Context: an optimization exercise on an open-source flow, tuned for small area and a short achievable clock period. The choices shown serve that exercise and are no tape-out recipe. Only the layout flow was run in this run; the RTL was not checked for function there.

## flow/setup_margin.txt

```
10
```

## design.v

```verilog
module FA(A,B,C,sum, carry);
	input A,B,C;
	output sum,carry;
	assign sum = A^B^C;
	assign carry = (A&B) | (B&C) | (C&A);
endmodule
module HA(A,B,sum, carry);
	input A,B;
	output sum,carry;
	assign sum = A^B;
	assign carry = A&B;
endmodule
module MAC(A,B,out,clk,reset);
	input [15:0] A,B;
	input clk,reset;
	output [35:0] out;
	reg [35:0] acc;
	wire [35:0] nxt;
	always @(posedge clk or posedge reset)
	begin
		if(reset)
			acc <= 36'd0;
		else
			acc <= nxt;
	end
	assign out = acc;
	wire [255:0] pp;
	genvar gi;
	generate for (gi = 0; gi < 16; gi = gi + 1) begin : ppg
		assign pp[16*gi+15:16*gi] = A & {16{B[gi]}};
	end endgenerate
	wire hs1;
	wire hc2;
	wire fs3;
	wire fc4;
	wire hs5;
	wire hc6;
	wire fs7;
	wire fc8;
	wire fs9;
	wire fc10;
	wire hs11;
	wire hc12;
	wire fs13;
	wire fc14;
	wire fs15;
	wire fc16;
	wire fs17;
	wire fc18;
	wire hs19;
	wire hc20;
	wire fs21;
	wire fc22;
	wire fs23;
	wire fc24;
	wire fs25;
	wire fc26;
	wire fs27;
	wire fc28;
	wire hs29;
	wire hc30;
	wire fs31;
	wire fc32;
	wire fs33;
	wire fc34;
	wire fs35;
	wire fc36;
	wire fs37;
	wire fc38;
	wire fs39;
	wire fc40;
	wire hs41;
	wire hc42;
	wire fs43;
	wire fc44;
	wire fs45;
	wire fc46;
	wire fs47;
	wire fc48;
	wire fs49;
	wire fc50;
	wire fs51;
	wire fc52;
	wire fs53;
	wire fc54;
	wire hs55;
	wire hc56;
	wire fs57;
	wire fc58;
	wire fs59;
	wire fc60;
	wire fs61;
	wire fc62;
	wire fs63;
	wire fc64;
	wire fs65;
	wire fc66;
	wire fs67;
	wire fc68;
	wire fs69;
	wire fc70;
	wire hs71;
	wire hc72;
	wire fs73;
	wire fc74;
	wire fs75;
	wire fc76;
	wire fs77;
	wire fc78;
	wire fs79;
	wire fc80;
	wire fs81;
	wire fc82;
	wire fs83;
	wire fc84;
	wire fs85;
	wire fc86;
	wire fs87;
	wire fc88;
	wire hs89;
	wire hc90;
	wire fs91;
	wire fc92;
	wire fs93;
	wire fc94;
	wire fs95;
	wire fc96;
	wire fs97;
	wire fc98;
	wire fs99;
	wire fc100;
	wire fs101;
	wire fc102;
	wire fs103;
	wire fc104;
	wire fs105;
	wire fc106;
	wire fs107;
	wire fc108;
	wire hs109;
	wire hc110;
	wire fs111;
	wire fc112;
	wire fs113;
	wire fc114;
	wire fs115;
	wire fc116;
	wire fs117;
	wire fc118;
	wire fs119;
	wire fc120;
	wire fs121;
	wire fc122;
	wire fs123;
	wire fc124;
	wire fs125;
	wire fc126;
	wire fs127;
	wire fc128;
	wire fs129;
	wire fc130;
	wire hs131;
	wire hc132;
	wire fs133;
	wire fc134;
	wire fs135;
	wire fc136;
	wire fs137;
	wire fc138;
	wire fs139;
	wire fc140;
	wire fs141;
	wire fc142;
	wire fs143;
	wire fc144;
	wire fs145;
	wire fc146;
	wire fs147;
	wire fc148;
	wire fs149;
	wire fc150;
	wire fs151;
	wire fc152;
	wire fs153;
	wire fc154;
	wire hs155;
	wire hc156;
	wire fs157;
	wire fc158;
	wire fs159;
	wire fc160;
	wire fs161;
	wire fc162;
	wire fs163;
	wire fc164;
	wire fs165;
	wire fc166;
	wire fs167;
	wire fc168;
	wire fs169;
	wire fc170;
	wire fs171;
	wire fc172;
	wire fs173;
	wire fc174;
	wire fs175;
	wire fc176;
	wire fs177;
	wire fc178;
	wire fs179;
	wire fc180;
	wire hs181;
	wire hc182;
	wire fs183;
	wire fc184;
	wire fs185;
	wire fc186;
	wire fs187;
	wire fc188;
	wire fs189;
	wire fc190;
	wire fs191;
	wire fc192;
	wire fs193;
	wire fc194;
	wire fs195;
	wire fc196;
	wire fs197;
	wire fc198;
	wire fs199;
	wire fc200;
	wire fs201;
	wire fc202;
	wire fs203;
	wire fc204;
	wire fs205;
	wire fc206;
	wire fs207;
	wire fc208;
	wire hs209;
	wire hc210;
	wire fs211;
	wire fc212;
	wire fs213;
	wire fc214;
	wire fs215;
	wire fc216;
	wire fs217;
	wire fc218;
	wire fs219;
	wire fc220;
	wire fs221;
	wire fc222;
	wire fs223;
	wire fc224;
	wire fs225;
	wire fc226;
	wire fs227;
	wire fc228;
	wire fs229;
	wire fc230;
	wire fs231;
	wire fc232;
	wire fs233;
	wire fc234;
	wire fs235;
	wire fc236;
	wire fs237;
	wire fc238;
	wire hs239;
	wire hc240;
	wire fs241;
	wire fc242;
	wire fs243;
	wire fc244;
	wire fs245;
	wire fc246;
	wire fs247;
	wire fc248;
	wire fs249;
	wire fc250;
	wire fs251;
	wire fc252;
	wire fs253;
	wire fc254;
	wire fs255;
	wire fc256;
	wire fs257;
	wire fc258;
	wire fs259;
	wire fc260;
	wire fs261;
	wire fc262;
	wire fs263;
	wire fc264;
	wire fs265;
	wire fc266;
	wire fs267;
	wire fc268;
	wire hs269;
	wire hc270;
	wire fs271;
	wire fc272;
	wire fs273;
	wire fc274;
	wire fs275;
	wire fc276;
	wire fs277;
	wire fc278;
	wire fs279;
	wire fc280;
	wire fs281;
	wire fc282;
	wire fs283;
	wire fc284;
	wire fs285;
	wire fc286;
	wire fs287;
	wire fc288;
	wire fs289;
	wire fc290;
	wire fs291;
	wire fc292;
	wire fs293;
	wire fc294;
	wire fs295;
	wire fc296;
	wire fs297;
	wire fc298;
	wire fs299;
	wire fc300;
	wire fs301;
	wire fc302;
	wire fs303;
	wire fc304;
	wire fs305;
	wire fc306;
	wire fs307;
	wire fc308;
	wire fs309;
	wire fc310;
	wire fs311;
	wire fc312;
	wire fs313;
	wire fc314;
	wire fs315;
	wire fc316;
	wire fs317;
	wire fc318;
	wire fs319;
	wire fc320;
	wire fs321;
	wire fc322;
	wire fs323;
	wire fc324;
	wire fs325;
	wire fc326;
	wire fs327;
	wire fc328;
	wire fs329;
	wire fc330;
	wire fs331;
	wire fc332;
	wire fs333;
	wire fc334;
	wire fs335;
	wire fc336;
	wire fs337;
	wire fc338;
	wire fs339;
	wire fc340;
	wire fs341;
	wire fc342;
	wire fs343;
	wire fc344;
	wire fs345;
	wire fc346;
	wire fs347;
	wire fc348;
	wire fs349;
	wire fc350;
	wire fs351;
	wire fc352;
	wire fs353;
	wire fc354;
	wire fs355;
	wire fc356;
	wire fs357;
	wire fc358;
	wire fs359;
	wire fc360;
	wire fs361;
	wire fc362;
	wire fs363;
	wire fc364;
	wire fs365;
	wire fc366;
	wire fs367;
	wire fc368;
	wire fs369;
	wire fc370;
	wire fs371;
	wire fc372;
	wire fs373;
	wire fc374;
	wire fs375;
	wire fc376;
	wire fs377;
	wire fc378;
	wire fs379;
	wire fc380;
	wire fs381;
	wire fc382;
	wire fs383;
	wire fc384;
	wire fs385;
	wire fc386;
	wire fs387;
	wire fc388;
	wire fs389;
	wire fc390;
	wire fs391;
	wire fc392;
	wire fs393;
	wire fc394;
	wire fs395;
	wire fc396;
	wire fs397;
	wire fc398;
	wire fs399;
	wire fc400;
	wire fs401;
	wire fc402;
	wire fs403;
	wire fc404;
	wire fs405;
	wire fc406;
	wire fs407;
	wire fc408;
	wire fs409;
	wire fc410;
	wire fs411;
	wire fc412;
	wire fs413;
	wire fc414;
	wire fs415;
	wire fc416;
	wire fs417;
	wire fc418;
	wire fs419;
	wire fc420;
	wire fs421;
	wire fc422;
	wire fs423;
	wire fc424;
	wire fs425;
	wire fc426;
	wire fs427;
	wire fc428;
	wire fs429;
	wire fc430;
	wire fs431;
	wire fc432;
	wire fs433;
	wire fc434;
	wire fs435;
	wire fc436;
	wire fs437;
	wire fc438;
	wire fs439;
	wire fc440;
	wire fs441;
	wire fc442;
	wire fs443;
	wire fc444;
	wire fs445;
	wire fc446;
	wire fs447;
	wire fc448;
	wire fs449;
	wire fc450;
	wire fs451;
	wire fc452;
	wire fs453;
	wire fc454;
	wire fs455;
	wire fc456;
	wire fs457;
	wire fc458;
	wire fs459;
	wire fc460;
	wire fs461;
	wire fc462;
	wire fs463;
	wire fc464;
	wire fs465;
	wire fc466;
	wire fs467;
	wire fc468;
	wire fs469;
	wire fc470;
	wire fs471;
	wire fc472;
	wire fs473;
	wire fc474;
	wire fs475;
	wire fc476;
	wire fs477;
	wire fc478;
	wire fs479;
	wire fc480;
	wire rs0;
	wire rc1;
	wire rs1;
	wire rc2;
	wire rs2;
	wire rc3;
	wire rs3;
	wire rc4;
	wire rs4;
	wire rc5;
	wire rs5;
	wire rc6;
	wire rs6;
	wire rc7;
	wire rs7;
	wire rc8;
	wire g0_8;
	wire p0_8;
	wire g0_9;
	wire p0_9;
	wire g0_10;
	wire p0_10;
	wire g0_11;
	wire p0_11;
	wire g0_12;
	wire p0_12;
	wire g0_13;
	wire p0_13;
	wire g0_14;
	wire p0_14;
	wire g0_15;
	wire p0_15;
	wire g0_16;
	wire p0_16;
	wire g0_17;
	wire p0_17;
	wire g0_18;
	wire p0_18;
	wire g0_19;
	wire p0_19;
	wire g0_20;
	wire p0_20;
	wire g0_21;
	wire p0_21;
	wire g0_22;
	wire p0_22;
	wire g0_23;
	wire p0_23;
	wire g0_24;
	wire p0_24;
	wire g0_25;
	wire p0_25;
	wire g0_26;
	wire p0_26;
	wire g0_27;
	wire p0_27;
	wire g0_28;
	wire p0_28;
	wire g0_29;
	wire p0_29;
	wire g0_30;
	wire p0_30;
	wire g0_31;
	wire p0_31;
	wire g0_32;
	wire p0_32;
	wire g0_33;
	wire p0_33;
	wire g0_34;
	wire p0_34;
	wire g0_35;
	wire p0_35;
	wire G481;
	wire G482;
	wire P482;
	wire G483;
	wire P483;
	wire G484;
	wire P484;
	wire G485;
	wire P485;
	wire G486;
	wire P486;
	wire G487;
	wire P487;
	wire G488;
	wire P488;
	wire G489;
	wire P489;
	wire G490;
	wire P490;
	wire G491;
	wire P491;
	wire G492;
	wire P492;
	wire G493;
	wire P493;
	wire G494;
	wire P494;
	wire G495;
	wire P495;
	wire G496;
	wire P496;
	wire G497;
	wire P497;
	wire G498;
	wire P498;
	wire G499;
	wire P499;
	wire G500;
	wire P500;
	wire G501;
	wire P501;
	wire G502;
	wire P502;
	wire G503;
	wire P503;
	wire G504;
	wire P504;
	wire G505;
	wire P505;
	wire G506;
	wire P506;
	wire G507;
	wire P507;
	wire G508;
	wire P508;
	wire G509;
	wire P509;
	wire G510;
	wire P510;
	wire G511;
	wire P511;
	wire G512;
	wire P512;
	wire G513;
	wire P513;
	wire G514;
	wire P514;
	wire G515;
	wire P515;
	wire G516;
	wire P516;
	wire G517;
	wire P517;
	wire G518;
	wire P518;
	wire G519;
	wire P519;
	wire G520;
	wire P520;
	wire G521;
	wire P521;
	wire G522;
	wire P522;
	wire G523;
	wire P523;
	wire G524;
	wire P524;
	wire G525;
	wire P525;
	wire G526;
	wire P526;
	wire G527;
	wire P527;
	wire G528;
	wire P528;
	wire G529;
	wire P529;
	wire G530;
	wire P530;
	wire G531;
	wire P531;
	wire G532;
	wire P532;
	wire G533;
	wire P533;
	wire G534;
	wire P534;
	wire G535;
	wire P535;
	wire G536;
	wire P536;
	wire G537;
	wire P537;
	wire G538;
	wire P538;
	wire G539;
	wire P539;
	wire G540;
	wire P540;
	wire G541;
	wire P541;
	wire G542;
	wire P542;
	wire G543;
	wire P543;
	wire G544;
	wire P544;
	wire G545;
	wire P545;
	wire G546;
	wire P546;
	wire G547;
	wire P547;
	HA h2(acc[1], pp[1], hs1, hc2);
	FA f4(acc[2], pp[2], pp[17], fs3, fc4);
	HA h6(pp[32], hc2, hs5, hc6);
	FA f8(acc[3], pp[3], pp[18], fs7, fc8);
	FA f10(pp[33], pp[48], fc4, fs9, fc10);
	HA h12(hc6, fs7, hs11, hc12);
	FA f14(acc[4], pp[4], pp[19], fs13, fc14);
	FA f16(pp[34], pp[49], pp[64], fs15, fc16);
	FA f18(fc8, fs13, fs15, fs17, fc18);
	HA h20(hc12, fc10, hs19, hc20);
	FA f22(acc[5], pp[5], pp[20], fs21, fc22);
	FA f24(pp[35], pp[50], pp[65], fs23, fc24);
	FA f26(pp[80], fc14, fc16, fs25, fc26);
	FA f28(fs21, fs23, fc18, fs27, fc28);
	HA h30(fs25, hc20, hs29, hc30);
	FA f32(acc[6], pp[6], pp[21], fs31, fc32);
	FA f34(pp[36], pp[51], pp[66], fs33, fc34);
	FA f36(pp[81], pp[96], fc22, fs35, fc36);
	FA f38(fc24, fs31, fs33, fs37, fc38);
	FA f40(fc26, fs35, fs37, fs39, fc40);
	HA h42(hc30, fc28, hs41, hc42);
	FA f44(acc[7], pp[7], pp[22], fs43, fc44);
	FA f46(pp[37], pp[52], pp[67], fs45, fc46);
	FA f48(pp[82], pp[97], pp[112], fs47, fc48);
	FA f50(fc32, fc34, fs43, fs49, fc50);
	FA f52(fs45, fs47, fc36, fs51, fc52);
	FA f54(fc38, fs49, fs51, fs53, fc54);
	HA h56(fc40, hc42, hs55, hc56);
	FA f58(acc[8], pp[8], pp[23], fs57, fc58);
	FA f60(pp[38], pp[53], pp[68], fs59, fc60);
	FA f62(pp[83], pp[98], pp[113], fs61, fc62);
	FA f64(pp[128], fc44, fc46, fs63, fc64);
	FA f66(fc48, fs57, fs59, fs65, fc66);
	FA f68(fs61, fc50, fs63, fs67, fc68);
	FA f70(fs65, fc52, fs67, fs69, fc70);
	HA h72(fc54, hc56, hs71, hc72);
	FA f74(acc[9], pp[9], pp[24], fs73, fc74);
	FA f76(pp[39], pp[54], pp[69], fs75, fc76);
	FA f78(pp[84], pp[99], pp[114], fs77, fc78);
	FA f80(pp[129], pp[144], fc58, fs79, fc80);
	FA f82(fc60, fc62, fs73, fs81, fc82);
	FA f84(fs75, fs77, fc64, fs83, fc84);
	FA f86(fc66, fs79, fs81, fs85, fc86);
	FA f88(fc68, fs83, fs85, fs87, fc88);
	HA h90(fc70, hc72, hs89, hc90);
	FA f92(acc[10], pp[10], pp[25], fs91, fc92);
	FA f94(pp[40], pp[55], pp[70], fs93, fc94);
	FA f96(pp[85], pp[100], pp[115], fs95, fc96);
	FA f98(pp[130], pp[145], pp[160], fs97, fc98);
	FA f100(fc74, fc76, fc78, fs99, fc100);
	FA f102(fs91, fs93, fs95, fs101, fc102);
	FA f104(fs97, fc80, fc82, fs103, fc104);
	FA f106(fs99, fs101, fc84, fs105, fc106);
	FA f108(fc86, fs103, fs105, fs107, fc108);
	HA h110(fc88, hc90, hs109, hc110);
	FA f112(acc[11], pp[11], pp[26], fs111, fc112);
	FA f114(pp[41], pp[56], pp[71], fs113, fc114);
	FA f116(pp[86], pp[101], pp[116], fs115, fc116);
	FA f118(pp[131], pp[146], pp[161], fs117, fc118);
	FA f120(pp[176], fc92, fc94, fs119, fc120);
	FA f122(fc96, fc98, fs111, fs121, fc122);
	FA f124(fs113, fs115, fs117, fs123, fc124);
	FA f126(fc100, fc102, fs119, fs125, fc126);
	FA f128(fs121, fs123, fc104, fs127, fc128);
	FA f130(fs125, fc106, fs127, fs129, fc130);
	HA h132(fc108, fs129, hs131, hc132);
	FA f134(acc[12], pp[12], pp[27], fs133, fc134);
	FA f136(pp[42], pp[57], pp[72], fs135, fc136);
	FA f138(pp[87], pp[102], pp[117], fs137, fc138);
	FA f140(pp[132], pp[147], pp[162], fs139, fc140);
	FA f142(pp[177], pp[192], fc112, fs141, fc142);
	FA f144(fc114, fc116, fc118, fs143, fc144);
	FA f146(fs133, fs135, fs137, fs145, fc146);
	FA f148(fs139, fc120, fc122, fs147, fc148);
	FA f150(fc124, fs141, fs143, fs149, fc150);
	FA f152(fs145, fc126, fs147, fs151, fc152);
	FA f154(fs149, fc128, fs151, fs153, fc154);
	HA h156(fc130, fs153, hs155, hc156);
	FA f158(acc[13], pp[13], pp[28], fs157, fc158);
	FA f160(pp[43], pp[58], pp[73], fs159, fc160);
	FA f162(pp[88], pp[103], pp[118], fs161, fc162);
	FA f164(pp[133], pp[148], pp[163], fs163, fc164);
	FA f166(pp[178], pp[193], pp[208], fs165, fc166);
	FA f168(fc134, fc136, fc138, fs167, fc168);
	FA f170(fc140, fs157, fs159, fs169, fc170);
	FA f172(fs161, fs163, fs165, fs171, fc172);
	FA f174(fc142, fc144, fc146, fs173, fc174);
	FA f176(fs167, fs169, fs171, fs175, fc176);
	FA f178(fc148, fc150, fs173, fs177, fc178);
	FA f180(fs175, fc152, fs177, fs179, fc180);
	HA h182(fc154, fs179, hs181, hc182);
	FA f184(acc[14], pp[14], pp[29], fs183, fc184);
	FA f186(pp[44], pp[59], pp[74], fs185, fc186);
	FA f188(pp[89], pp[104], pp[119], fs187, fc188);
	FA f190(pp[134], pp[149], pp[164], fs189, fc190);
	FA f192(pp[179], pp[194], pp[209], fs191, fc192);
	FA f194(pp[224], fc158, fc160, fs193, fc194);
	FA f196(fc162, fc164, fc166, fs195, fc196);
	FA f198(fs183, fs185, fs187, fs197, fc198);
	FA f200(fs189, fs191, fc168, fs199, fc200);
	FA f202(fc170, fc172, fs193, fs201, fc202);
	FA f204(fs195, fs197, fc174, fs203, fc204);
	FA f206(fs199, fc176, fs201, fs205, fc206);
	FA f208(fc178, fs203, fs205, fs207, fc208);
	HA h210(fc180, fs207, hs209, hc210);
	FA f212(acc[15], pp[15], pp[30], fs211, fc212);
	FA f214(pp[45], pp[60], pp[75], fs213, fc214);
	FA f216(pp[90], pp[105], pp[120], fs215, fc216);
	FA f218(pp[135], pp[150], pp[165], fs217, fc218);
	FA f220(pp[180], pp[195], pp[210], fs219, fc220);
	FA f222(pp[225], pp[240], fc184, fs221, fc222);
	FA f224(fc186, fc188, fc190, fs223, fc224);
	FA f226(fc192, fs211, fs213, fs225, fc226);
	FA f228(fs215, fs217, fs219, fs227, fc228);
	FA f230(fc194, fc196, fc198, fs229, fc230);
	FA f232(fs221, fs223, fs225, fs231, fc232);
	FA f234(fs227, fc200, fc202, fs233, fc234);
	FA f236(fs229, fs231, fc204, fs235, fc236);
	FA f238(fc206, fs233, fs235, fs237, fc238);
	HA h240(fc208, hc210, hs239, hc240);
	FA f242(acc[16], pp[31], pp[46], fs241, fc242);
	FA f244(pp[61], pp[76], pp[91], fs243, fc244);
	FA f246(pp[106], pp[121], pp[136], fs245, fc246);
	FA f248(pp[151], pp[166], pp[181], fs247, fc248);
	FA f250(pp[196], pp[211], pp[226], fs249, fc250);
	FA f252(pp[241], fc212, fc214, fs251, fc252);
	FA f254(fc216, fc218, fc220, fs253, fc254);
	FA f256(fs241, fs243, fs245, fs255, fc256);
	FA f258(fs247, fs249, fc222, fs257, fc258);
	FA f260(fc224, fc226, fc228, fs259, fc260);
	FA f262(fs251, fs253, fs255, fs261, fc262);
	FA f264(fc230, fs257, fc232, fs263, fc264);
	FA f266(fs259, fs261, fc234, fs265, fc266);
	FA f268(fs263, fc236, fs265, fs267, fc268);
	HA h270(fc238, fs267, hs269, hc270);
	FA f272(acc[17], pp[47], pp[62], fs271, fc272);
	FA f274(pp[77], pp[92], pp[107], fs273, fc274);
	FA f276(pp[122], pp[137], pp[152], fs275, fc276);
	FA f278(pp[167], pp[182], pp[197], fs277, fc278);
	FA f280(pp[212], pp[227], pp[242], fs279, fc280);
	FA f282(fc242, fc244, fc246, fs281, fc282);
	FA f284(fc248, fc250, fs271, fs283, fc284);
	FA f286(fs273, fs275, fs277, fs285, fc286);
	FA f288(fs279, fc252, fc254, fs287, fc288);
	FA f290(fc256, fs281, fs283, fs289, fc290);
	FA f292(fs285, fc258, fc260, fs291, fc292);
	FA f294(fs287, fc262, fs289, fs293, fc294);
	FA f296(fc264, fs291, fs293, fs295, fc296);
	FA f298(fc266, fs295, fc268, fs297, fc298);
	FA f300(acc[18], pp[63], pp[78], fs299, fc300);
	FA f302(pp[93], pp[108], pp[123], fs301, fc302);
	FA f304(pp[138], pp[153], pp[168], fs303, fc304);
	FA f306(pp[183], pp[198], pp[213], fs305, fc306);
	FA f308(pp[228], pp[243], fc272, fs307, fc308);
	FA f310(fc274, fc276, fc278, fs309, fc310);
	FA f312(fc280, fs299, fs301, fs311, fc312);
	FA f314(fs303, fs305, fc282, fs313, fc314);
	FA f316(fc284, fc286, fs307, fs315, fc316);
	FA f318(fs309, fs311, fc288, fs317, fc318);
	FA f320(fs313, fc290, fs315, fs319, fc320);
	FA f322(fc292, fs317, fc294, fs321, fc322);
	FA f324(fs319, fc296, fs321, fs323, fc324);
	FA f326(acc[19], pp[79], pp[94], fs325, fc326);
	FA f328(pp[109], pp[124], pp[139], fs327, fc328);
	FA f330(pp[154], pp[169], pp[184], fs329, fc330);
	FA f332(pp[199], pp[214], pp[229], fs331, fc332);
	FA f334(pp[244], fc300, fc302, fs333, fc334);
	FA f336(fc304, fc306, fs325, fs335, fc336);
	FA f338(fs327, fs329, fs331, fs337, fc338);
	FA f340(fc308, fc310, fc312, fs339, fc340);
	FA f342(fs333, fs335, fs337, fs341, fc342);
	FA f344(fc314, fc316, fs339, fs343, fc344);
	FA f346(fs341, fc318, fc320, fs345, fc346);
	FA f348(fs343, fc322, fs345, fs347, fc348);
	FA f350(acc[20], pp[95], pp[110], fs349, fc350);
	FA f352(pp[125], pp[140], pp[155], fs351, fc352);
	FA f354(pp[170], pp[185], pp[200], fs353, fc354);
	FA f356(pp[215], pp[230], pp[245], fs355, fc356);
	FA f358(fc326, fc328, fc330, fs357, fc358);
	FA f360(fc332, fs349, fs351, fs359, fc360);
	FA f362(fs353, fs355, fc334, fs361, fc362);
	FA f364(fc336, fc338, fs357, fs363, fc364);
	FA f366(fs359, fc340, fs361, fs365, fc366);
	FA f368(fc342, fs363, fc344, fs367, fc368);
	FA f370(fs365, fc346, fs367, fs369, fc370);
	FA f372(acc[21], pp[111], pp[126], fs371, fc372);
	FA f374(pp[141], pp[156], pp[171], fs373, fc374);
	FA f376(pp[186], pp[201], pp[216], fs375, fc376);
	FA f378(pp[231], pp[246], fc350, fs377, fc378);
	FA f380(fc352, fc354, fc356, fs379, fc380);
	FA f382(fs371, fs373, fs375, fs381, fc382);
	FA f384(fc358, fc360, fs377, fs383, fc384);
	FA f386(fs379, fs381, fc362, fs385, fc386);
	FA f388(fc364, fs383, fc366, fs387, fc388);
	FA f390(fs385, fc368, fs387, fs389, fc390);
	FA f392(acc[22], pp[127], pp[142], fs391, fc392);
	FA f394(pp[157], pp[172], pp[187], fs393, fc394);
	FA f396(pp[202], pp[217], pp[232], fs395, fc396);
	FA f398(pp[247], fc372, fc374, fs397, fc398);
	FA f400(fc376, fs391, fs393, fs399, fc400);
	FA f402(fs395, fc378, fc380, fs401, fc402);
	FA f404(fc382, fs397, fs399, fs403, fc404);
	FA f406(fc384, fs401, fs403, fs405, fc406);
	FA f408(fc386, fs405, fc388, fs407, fc408);
	FA f410(acc[23], pp[143], pp[158], fs409, fc410);
	FA f412(pp[173], pp[188], pp[203], fs411, fc412);
	FA f414(pp[218], pp[233], pp[248], fs413, fc414);
	FA f416(fc392, fc394, fc396, fs415, fc416);
	FA f418(fs409, fs411, fs413, fs417, fc418);
	FA f420(fc398, fc400, fs415, fs419, fc420);
	FA f422(fs417, fc402, fc404, fs421, fc422);
	FA f424(fs419, fc406, fs421, fs423, fc424);
	FA f426(acc[24], pp[159], pp[174], fs425, fc426);
	FA f428(pp[189], pp[204], pp[219], fs427, fc428);
	FA f430(pp[234], pp[249], fc410, fs429, fc430);
	FA f432(fc412, fc414, fs425, fs431, fc432);
	FA f434(fs427, fc416, fc418, fs433, fc434);
	FA f436(fs429, fs431, fc420, fs435, fc436);
	FA f438(fs433, fc422, fs435, fs437, fc438);
	FA f440(acc[25], pp[175], pp[190], fs439, fc440);
	FA f442(pp[205], pp[220], pp[235], fs441, fc442);
	FA f444(pp[250], fc426, fc428, fs443, fc444);
	FA f446(fs439, fs441, fc430, fs445, fc446);
	FA f448(fc432, fs443, fc434, fs447, fc448);
	FA f450(fs445, fc436, fs447, fs449, fc450);
	FA f452(acc[26], pp[191], pp[206], fs451, fc452);
	FA f454(pp[221], pp[236], pp[251], fs453, fc454);
	FA f456(fc440, fc442, fs451, fs455, fc456);
	FA f458(fs453, fc444, fs455, fs457, fc458);
	FA f460(fc446, fs457, fc448, fs459, fc460);
	FA f462(acc[27], pp[207], pp[222], fs461, fc462);
	FA f464(pp[237], pp[252], fc452, fs463, fc464);
	FA f466(fc454, fs461, fc456, fs465, fc466);
	FA f468(fs463, fc458, fs465, fs467, fc468);
	FA f470(acc[28], pp[223], pp[238], fs469, fc470);
	FA f472(pp[253], fc462, fs469, fs471, fc472);
	FA f474(fc464, fs471, fc466, fs473, fc474);
	FA f476(acc[29], pp[239], pp[254], fs475, fc476);
	FA f478(fc470, fs475, fc472, fs477, fc478);
	FA f480(acc[30], pp[255], fc476, fs479, fc480);
	wire [35:0] r0, r1;
	assign r0[0] = acc[0];
	assign r1[0] = pp[0];
	assign r0[1] = pp[16];
	assign r1[1] = hs1;
	assign r0[2] = fs3;
	assign r1[2] = hs5;
	assign r0[3] = hs11;
	assign r1[3] = fs9;
	assign r0[4] = fs17;
	assign r1[4] = hs19;
	assign r0[5] = hs29;
	assign r1[5] = fs27;
	assign r0[6] = fs39;
	assign r1[6] = hs41;
	assign r0[7] = fs53;
	assign r1[7] = hs55;
	assign r0[8] = fs69;
	assign r1[8] = hs71;
	assign r0[9] = fs87;
	assign r1[9] = hs89;
	assign r0[10] = fs107;
	assign r1[10] = hs109;
	assign r0[11] = hc110;
	assign r1[11] = hs131;
	assign r0[12] = hc132;
	assign r1[12] = hs155;
	assign r0[13] = hc156;
	assign r1[13] = hs181;
	assign r0[14] = hc182;
	assign r1[14] = hs209;
	assign r0[15] = fs237;
	assign r1[15] = hs239;
	assign r0[16] = hc240;
	assign r1[16] = hs269;
	assign r0[17] = hc270;
	assign r1[17] = fs297;
	assign r0[18] = fs323;
	assign r1[18] = fc298;
	assign r0[19] = fc324;
	assign r1[19] = fs347;
	assign r0[20] = fc348;
	assign r1[20] = fs369;
	assign r0[21] = fc370;
	assign r1[21] = fs389;
	assign r0[22] = fc390;
	assign r1[22] = fs407;
	assign r0[23] = fs423;
	assign r1[23] = fc408;
	assign r0[24] = fc424;
	assign r1[24] = fs437;
	assign r0[25] = fc438;
	assign r1[25] = fs449;
	assign r0[26] = fc450;
	assign r1[26] = fs459;
	assign r0[27] = fs467;
	assign r1[27] = fc460;
	assign r0[28] = fc468;
	assign r1[28] = fs473;
	assign r0[29] = fs477;
	assign r1[29] = fc474;
	assign r0[30] = fs479;
	assign r1[30] = fc478;
	assign r0[31] = acc[31];
	assign r1[31] = fc480;
	assign r0[32] = acc[32];
	assign r1[32] = 1'b0;
	assign r0[33] = acc[33];
	assign r1[33] = 1'b0;
	assign r0[34] = acc[34];
	assign r1[34] = 1'b0;
	assign r0[35] = acc[35];
	assign r1[35] = 1'b0;
	FA fr0(r0[0], r1[0], 1'b0, rs0, rc1);
	assign nxt[0] = rs0;
	FA fr1(r0[1], r1[1], rc1, rs1, rc2);
	assign nxt[1] = rs1;
	FA fr2(r0[2], r1[2], rc2, rs2, rc3);
	assign nxt[2] = rs2;
	FA fr3(r0[3], r1[3], rc3, rs3, rc4);
	assign nxt[3] = rs3;
	FA fr4(r0[4], r1[4], rc4, rs4, rc5);
	assign nxt[4] = rs4;
	FA fr5(r0[5], r1[5], rc5, rs5, rc6);
	assign nxt[5] = rs5;
	FA fr6(r0[6], r1[6], rc6, rs6, rc7);
	assign nxt[6] = rs6;
	FA fr7(r0[7], r1[7], rc7, rs7, rc8);
	assign nxt[7] = rs7;
	HA hp8(r0[8], r1[8], p0_8, g0_8);
	HA hp9(r0[9], r1[9], p0_9, g0_9);
	HA hp10(r0[10], r1[10], p0_10, g0_10);
	HA hp11(r0[11], r1[11], p0_11, g0_11);
	HA hp12(r0[12], r1[12], p0_12, g0_12);
	HA hp13(r0[13], r1[13], p0_13, g0_13);
	HA hp14(r0[14], r1[14], p0_14, g0_14);
	HA hp15(r0[15], r1[15], p0_15, g0_15);
	HA hp16(r0[16], r1[16], p0_16, g0_16);
	HA hp17(r0[17], r1[17], p0_17, g0_17);
	HA hp18(r0[18], r1[18], p0_18, g0_18);
	HA hp19(r0[19], r1[19], p0_19, g0_19);
	HA hp20(r0[20], r1[20], p0_20, g0_20);
	HA hp21(r0[21], r1[21], p0_21, g0_21);
	HA hp22(r0[22], r1[22], p0_22, g0_22);
	HA hp23(r0[23], r1[23], p0_23, g0_23);
	HA hp24(r0[24], r1[24], p0_24, g0_24);
	HA hp25(r0[25], r1[25], p0_25, g0_25);
	HA hp26(r0[26], r1[26], p0_26, g0_26);
	HA hp27(r0[27], r1[27], p0_27, g0_27);
	HA hp28(r0[28], r1[28], p0_28, g0_28);
	HA hp29(r0[29], r1[29], p0_29, g0_29);
	HA hp30(r0[30], r1[30], p0_30, g0_30);
	HA hp31(r0[31], r1[31], p0_31, g0_31);
	HA hp32(r0[32], r1[32], p0_32, g0_32);
	HA hp33(r0[33], r1[33], p0_33, g0_33);
	HA hp34(r0[34], r1[34], p0_34, g0_34);
	HA hp35(r0[35], r1[35], p0_35, g0_35);
	assign G481 = g0_8 | (p0_8 & rc8);
	assign G482 = g0_10 | (p0_10 & g0_9);
	assign P482 = p0_10 & p0_9;
	assign G483 = g0_12 | (p0_12 & g0_11);
	assign P483 = p0_12 & p0_11;
	assign G484 = g0_14 | (p0_14 & g0_13);
	assign P484 = p0_14 & p0_13;
	assign G485 = g0_16 | (p0_16 & g0_15);
	assign P485 = p0_16 & p0_15;
	assign G486 = g0_18 | (p0_18 & g0_17);
	assign P486 = p0_18 & p0_17;
	assign G487 = g0_20 | (p0_20 & g0_19);
	assign P487 = p0_20 & p0_19;
	assign G488 = g0_22 | (p0_22 & g0_21);
	assign P488 = p0_22 & p0_21;
	assign G489 = g0_24 | (p0_24 & g0_23);
	assign P489 = p0_24 & p0_23;
	assign G490 = g0_26 | (p0_26 & g0_25);
	assign P490 = p0_26 & p0_25;
	assign G491 = g0_28 | (p0_28 & g0_27);
	assign P491 = p0_28 & p0_27;
	assign G492 = g0_30 | (p0_30 & g0_29);
	assign P492 = p0_30 & p0_29;
	assign G493 = g0_32 | (p0_32 & g0_31);
	assign P493 = p0_32 & p0_31;
	assign G494 = g0_34 | (p0_34 & g0_33);
	assign P494 = p0_34 & p0_33;
	assign G495 = g0_9 | (p0_9 & G481);
	assign P495 = p0_9 & p0_8;
	assign G496 = G482 | (P482 & G481);
	assign P496 = P482 & p0_8;
	assign G497 = g0_13 | (p0_13 & G483);
	assign P497 = p0_13 & P483;
	assign G498 = G484 | (P484 & G483);
	assign P498 = P484 & P483;
	assign G499 = g0_17 | (p0_17 & G485);
	assign P499 = p0_17 & P485;
	assign G500 = G486 | (P486 & G485);
	assign P500 = P486 & P485;
	assign G501 = g0_21 | (p0_21 & G487);
	assign P501 = p0_21 & P487;
	assign G502 = G488 | (P488 & G487);
	assign P502 = P488 & P487;
	assign G503 = g0_25 | (p0_25 & G489);
	assign P503 = p0_25 & P489;
	assign G504 = G490 | (P490 & G489);
	assign P504 = P490 & P489;
	assign G505 = g0_29 | (p0_29 & G491);
	assign P505 = p0_29 & P491;
	assign G506 = G492 | (P492 & G491);
	assign P506 = P492 & P491;
	assign G507 = g0_33 | (p0_33 & G493);
	assign P507 = p0_33 & P493;
	assign G508 = G494 | (P494 & G493);
	assign P508 = P494 & P493;
	assign G509 = g0_11 | (p0_11 & G496);
	assign P509 = p0_11 & P496;
	assign G510 = G483 | (P483 & G496);
	assign P510 = P483 & P496;
	assign G511 = G497 | (P497 & G496);
	assign P511 = P497 & P496;
	assign G512 = G498 | (P498 & G496);
	assign P512 = P498 & P496;
	assign G513 = g0_19 | (p0_19 & G500);
	assign P513 = p0_19 & P500;
	assign G514 = G487 | (P487 & G500);
	assign P514 = P487 & P500;
	assign G515 = G501 | (P501 & G500);
	assign P515 = P501 & P500;
	assign G516 = G502 | (P502 & G500);
	assign P516 = P502 & P500;
	assign G517 = g0_27 | (p0_27 & G504);
	assign P517 = p0_27 & P504;
	assign G518 = G491 | (P491 & G504);
	assign P518 = P491 & P504;
	assign G519 = G505 | (P505 & G504);
	assign P519 = P505 & P504;
	assign G520 = G506 | (P506 & G504);
	assign P520 = P506 & P504;
	assign G521 = g0_35 | (p0_35 & G508);
	assign P521 = p0_35 & P508;
	assign G522 = g0_15 | (p0_15 & G512);
	assign P522 = p0_15 & P512;
	assign G523 = G485 | (P485 & G512);
	assign P523 = P485 & P512;
	assign G524 = G499 | (P499 & G512);
	assign P524 = P499 & P512;
	assign G525 = G500 | (P500 & G512);
	assign P525 = P500 & P512;
	assign G526 = G513 | (P513 & G512);
	assign P526 = P513 & P512;
	assign G527 = G514 | (P514 & G512);
	assign P527 = P514 & P512;
	assign G528 = G515 | (P515 & G512);
	assign P528 = P515 & P512;
	assign G529 = G516 | (P516 & G512);
	assign P529 = P516 & P512;
	assign G530 = g0_31 | (p0_31 & G520);
	assign P530 = p0_31 & P520;
	assign G531 = G493 | (P493 & G520);
	assign P531 = P493 & P520;
	assign G532 = G507 | (P507 & G520);
	assign P532 = P507 & P520;
	assign G533 = G508 | (P508 & G520);
	assign P533 = P508 & P520;
	assign G534 = G521 | (P521 & G520);
	assign P534 = P521 & P520;
	assign G535 = g0_23 | (p0_23 & G529);
	assign P535 = p0_23 & P529;
	assign G536 = G489 | (P489 & G529);
	assign P536 = P489 & P529;
	assign G537 = G503 | (P503 & G529);
	assign P537 = P503 & P529;
	assign G538 = G504 | (P504 & G529);
	assign P538 = P504 & P529;
	assign G539 = G517 | (P517 & G529);
	assign P539 = P517 & P529;
	assign G540 = G518 | (P518 & G529);
	assign P540 = P518 & P529;
	assign G541 = G519 | (P519 & G529);
	assign P541 = P519 & P529;
	assign G542 = G520 | (P520 & G529);
	assign P542 = P520 & P529;
	assign G543 = G530 | (P530 & G529);
	assign P543 = P530 & P529;
	assign G544 = G531 | (P531 & G529);
	assign P544 = P531 & P529;
	assign G545 = G532 | (P532 & G529);
	assign P545 = P532 & P529;
	assign G546 = G533 | (P533 & G529);
	assign P546 = P533 & P529;
	assign G547 = G534 | (P534 & G529);
	assign P547 = P534 & P529;
	assign nxt[8] = (p0_8 ^ rc8);
	assign nxt[9] = (p0_9 ^ G481);
	assign nxt[10] = (p0_10 ^ G495);
	assign nxt[11] = (p0_11 ^ G496);
	assign nxt[12] = (p0_12 ^ G509);
	assign nxt[13] = (p0_13 ^ G510);
	assign nxt[14] = (p0_14 ^ G511);
	assign nxt[15] = (p0_15 ^ G512);
	assign nxt[16] = (p0_16 ^ G522);
	assign nxt[17] = (p0_17 ^ G523);
	assign nxt[18] = (p0_18 ^ G524);
	assign nxt[19] = (p0_19 ^ G525);
	assign nxt[20] = (p0_20 ^ G526);
	assign nxt[21] = (p0_21 ^ G527);
	assign nxt[22] = (p0_22 ^ G528);
	assign nxt[23] = (p0_23 ^ G529);
	assign nxt[24] = (p0_24 ^ G535);
	assign nxt[25] = (p0_25 ^ G536);
	assign nxt[26] = (p0_26 ^ G537);
	assign nxt[27] = (p0_27 ^ G538);
	assign nxt[28] = (p0_28 ^ G539);
	assign nxt[29] = (p0_29 ^ G540);
	assign nxt[30] = (p0_30 ^ G541);
	assign nxt[31] = (p0_31 ^ G542);
	assign nxt[32] = (p0_32 ^ G543);
	assign nxt[33] = (p0_33 ^ G544);
	assign nxt[34] = (p0_34 ^ G545);
	assign nxt[35] = (p0_35 ^ G546);
endmodule
```

## flow/port_buffer.txt

```
sky130_fd_sc_hd__buf_1
```

## config.mk

```make
export PLATFORM = sky130hd
export DESIGN_NAME = MAC
export DESIGN_NICKNAME = MAC
export VERILOG_FILES = /design/flow/design.v
export SDC_FILE = /design/flow/constraint.sdc
export NUM_CORES = 4
export LEC_CHECK = 0
export CAP_MARGIN = 20
export CORE_MARGIN = 2
export CORE_UTILIZATION = 65
export SLEW_MARGIN = 20
export SYNTH_HIERARCHICAL = 1
export SYNTH_MINIMUM_KEEP_SIZE = 0
```

## flow/run.sh

```bash
#!/bin/bash
# The standard layout (standard synthesis, floorplan, place, CTS, route) with two changes:
# repair_timing is asked for a larger setup slack than 0 (flow/setup_margin.txt) so that it
# keeps shortening the critical path, and the port buffers that every input and output gets
# are sky130_fd_sc_hd__buf_1 (flow/port_buffer.txt) instead of the delay cell buffer_ports
# picks by default; repair_timing then sizes the ones on critical paths.
# Make's full output goes to make_finish.log; each tool's own log is under orfs/logs/.
set -euo pipefail
MARGIN=$(cat flow/setup_margin.txt)
PBUF=$(cat flow/port_buffer.txt)
bash standard.sh SETUP_SLACK_MARGIN=$MARGIN "BUFFER_PORTS_ARGS=-buffer_cell $PBUF" finish > make_finish.log 2>&1
```

## standard.sh

```bash
#!/bin/bash
# synth_recipe.tcl (not shown) runs the flow's synth.tcl, then flattens the netlist and writes it again
# the make line also repeats each setting of config.mk as NAME=value (left out here)
make -C /OpenROAD-flow-scripts/flow DESIGN_CONFIG=/design/flow/config.mk WORK_HOME=/design/flow/orfs CLKGATE_MAP_FILE= SYNTH_SCRIPT=/design/flow/synth_recipe.tcl "${@:-finish}"
```

## constraint.sdc

```tcl
create_clock -name core_clock -period 19.0 [get_ports {clk}]
set_input_delay 3.8000 -clock core_clock [delete_from_list [all_inputs] [get_ports {clk}]]
set_output_delay 3.8000 -clock core_clock [all_outputs]
set_load 0.01 [all_outputs]
```

==> flow_summary.toml <==
[grt]
track_usage_pct = 34.5
antenna_found_initial = 0
grt_pass1_vias = 6869
grt.overflow.total = 0
grt_max_degree = 37
grt_pass1_wl_um = 37200

[cts]
ctsLongestPathBuffers = 2
ctsRootBufferMaster = "clkbuf_16"
cts_tree = "yes"
clock_latency_ns = 0.30
htreeDepth = 2
cts_sinks = 36
cts_made_buffers = 5
clk_pin_slew_ns = 0.07

[final_layout]
final_layout_size_suffix_gt1_share_pct = 7.75
n_antenna_cell = 0
reg_top3 = "acc: 36 flops"
area_delta_synth_final_pct = 7.39
largest_register = "acc"
largest_register_ff_count = 36
num-nets-final = 1114

[min_path]
holdCritPathClass = "flop to flop"

[routing]
avgViaCountPerCell = 6.02
vias = 5871
ant_nets = 0
drt_iter0_markers = 352
wirelength_um = 22700
wl_per_cell_um = 23.2
detailedRoute.firstPassIterationCount = 5
drc = 0

[yosys]
synth_area_sq_um = 8810
synthCells = 746
synth-edff-count = 0
synth.avg_cell_area_sq_um = 11.8
ys.warnings.count = 7
synth_seq_cells = 36
synth-seq-area-share_pct = 10.2
ys_types = 51
synthFlopType = "dfrtp_1"
async_flop_share_pct = 100

[setup_path]
crit_buf_inv = 2
crit_slowest_cell = "fa_1"
path_class = "input port to flop"
required_ns = 19.20
crit_path_max_fanout = 16
crit_path_max_incr_delay_ns = 0.58
crit_family = "adder cells"
arrival_ns = 9.07
crit_top_cell = "fa_1"
startpoint_type = "input port"
path_cells = "buf_2 -> and2_1 -> fa_1 -> fa_1 -> fa_1 -> fa_1 -> fa_1 -> fa_1 -> ha_1 -> nand4_1 -> nor2_1 -> a2111oi_4 -> buf_4 -> a21oi_2 -> or4_1 -> o311ai_1"
endpoint_kind = "flop"

[placement]
dp_hpwl_um = 17900
place_congestion = 0.962
numPortBuffers = 69
place_ws_ns = 9.23

[sta]
timing.final.hold_violations = 0
tightest_slew_ns = 0.755
slew_violations = 0
setup_viol = 0
setup_ws_ns = 10.13
rsz0062_at_grt = "no"
fin_crit_ns = 8.87
slew_headroom_pct = 49.7
fmax_mhz = 113
min_period_over_period_pct = 46.7
skew_ns = 0.00878
worst_hold_slack_ns = 0.603
fin_tns_setup_ns = 0

[floorplanning]
start_util_pct = 66.5
die-area_sq_um = 14500
num_rows = 42
dieWidth_um = 120
coreArea_sq_um = 13200
die_y_um = 120
io_pins = 70

[job]
maxCapViolCount = 0

[outcome]
status = "complete, no violations"
==> layer usage <==
metal / up-vias / share of wire [%] / global-route usage, %
met3: 53 / 5.3 / 4.76
li1: 2476 / - / -
met2: 221 / 53 / 59.1
met4: 0 / 3.6 / 11.9
met5: - / 0 / 0
met1: 3121 / 39 / 45.6
==> kinds of logic (layout without fill, tap and decap cells) <==
family          count (synthesis)  count (layout)  share of synthesized area [%]
other cells                     1               5                         0.0426
fa+ha+maj                     281             281                           59.7
mux                             2               2                          0.227
buf+inv                        41              91                           1.83
xor+xnor                       15              15                           1.49
flops                          36              36                           10.2
compound gates                 54              54                           4.87
simple gates                  316             316                           21.6
==> cell usage after synthesis, types with 2 or more instances <==
| cell type | number | area (sq um) |
|---|---|---|
| or2_2 | 2 | 12.5 |
| a31oi_1 | 2 | 12.5 |
| and2_1 | 258 | 1610 |
| and3_1 | 2 | 12.5 |
| dfrtp_1 | 36 | 901 |
| mux2i_1 | 2 | 20.0 |
| fa_1 | 232 | 4640 |
| ha_1 | 49 | 613 |
| a21oi_1 | 15 | 75.1 |
| o21bai_1 | 3 | 22.5 |
| nor2_1 | 18 | 67.6 |
| or4_1 | 4 | 30.0 |
| nand3_1 | 11 | 55.1 |
| nor3_1 | 2 | 10.0 |
| o211ai_1 | 3 | 22.5 |
| xnor2_1 | 14 | 123 |
| o41ai_2 | 2 | 32.5 |
| o21a_1 | 2 | 15.0 |
| inv_1 | 8 | 30.0 |
| a21o_1 | 4 | 30.0 |
| o311ai_1 | 2 | 17.5 |
| o21ai_0 | 3 | 15.0 |
| nor2b_1 | 4 | 25.0 |
| clkbuf_1 | 32 | 120 |
| nand2_1 | 9 | 33.8 |
| a211oi_1 | 2 | 15.0 |
==> final timing paths <==
| check | startpoint | endpoint | slack (ns) | cells after the start |
|---|---|---|---|---|
| max in group asynchronous | reset | acc[20]$_DFF_PP0_ | 15.00 | 3 |
| worst min-delay path | acc[0]$_DFF_PP0_ | acc[0]$_DFF_PP0_ | 0.60 | 1 |
| min in group asynchronous | reset | acc[16]$_DFF_PP0_ | 3.61 | 3 |
| worst min register to register | acc[0]$_DFF_PP0_ | acc[0]$_DFF_PP0_ | 0.60 | 1 |
| worst max register to register | acc[16]$_DFF_PP0_ | acc[32]$_DFF_PP0_ | 13.59 | 14 |
| worst max-delay path | A[15] | acc[32]$_DFF_PP0_ | 10.13 | 16 |
==> Yosys stat by module, one instance, submodules excluded <==
module  times used  flops+latches  cells inside  cell area (sq um)
HA              44              0             1               12.5
FA             232              0             1               20.0
MAC              1             36           470               3610
==> cells in the final DEF, fill, tap and decap left out, types with 2 or more instances in the layout <==
| master | count |
|---|---|
| buf_2 | 21 |
| o21bai_1 | 3 |
| buf_4 | 8 |
| mux2i_1 | 2 |
| o21a_1 | 2 |
| or4_1 | 4 |
| dfrtp_1 | 36 |
| or2_2 | 2 |
| nor2_1 | 18 |
| nand2_1 | 9 |
| nor3_1 | 2 |
| a21oi_1 | 15 |
| o41ai_2 | 3 |
| o311ai_1 | 3 |
| buf_1 | 39 |
| clkbuf_16 | 5 |
| clkbuf_4 | 6 |
| fa_2 | 6 |
| fa_1 | 226 |
| nand3_1 | 11 |
| nor2b_1 | 4 |
| xnor2_1 | 14 |
| a31oi_1 | 2 |
| and3_1 | 2 |
| o211ai_1 | 3 |
| ha_1 | 48 |
| o21ai_0 | 3 |
| and2_1 | 258 |
| conb_1 | 5 |
| a211oi_1 | 2 |
| a21o_1 | 4 |
| inv_1 | 8 |
==> per-stage QoR <==
step                      cells  utilization [%]  area, sq um
after floorplan             750                -         8820
after global placement      964             69.4         9190
after detailed placement    964             69.4         9190
after CTS                   976             71.1         9410
after global routing        976             71.4         9460
final                       976             71.4         9460
==> cell type report <==
class | count | area [sq um]
well taps | 176 | 220
clock inverters | 1 | 7.51
flip-flops and latches | 36 | 901
repair buffers | 75 | 362
inverters | 8 | 30.0
multi-input cells | 673 | 7790
fillers | 992 | 3780
clock buffers | 7 | 143
==> repair_timing <==
action	4_1_cts	5_1_grt
resized for setup	39	14
setup buffers	4	0
setup endpoints to repair	18	13
hold buffers	0	0
pin swaps	5	4

-- separate check: timing with driven ports --
How much do the figures lean on ideal ports? The routed layout below was timed once more, with nothing changed but the port constraints. Step 1, drivers: a clkbuf_16 drives clk and a buf_2 each remaining input, both assumed. Step 2 moves the port delays by t, midway between the first and last clock arrival at a register: inputs arrive t later, outputs are due t later. That takes back most of the time a late clock gives input paths. a / b / c = ideal / step 1 / step 2; a / b = the first two.
shift t [ns]: 0.340
setup slack, ns: 10.130 / 10.151 / 9.811
clock arrival spread, ns: 0.008 / 0.009
After both steps setup and hold are still met in this run. For this run, drivers alone change the setup slack by +0.021 ns; drivers and shift together by -0.319 ns.
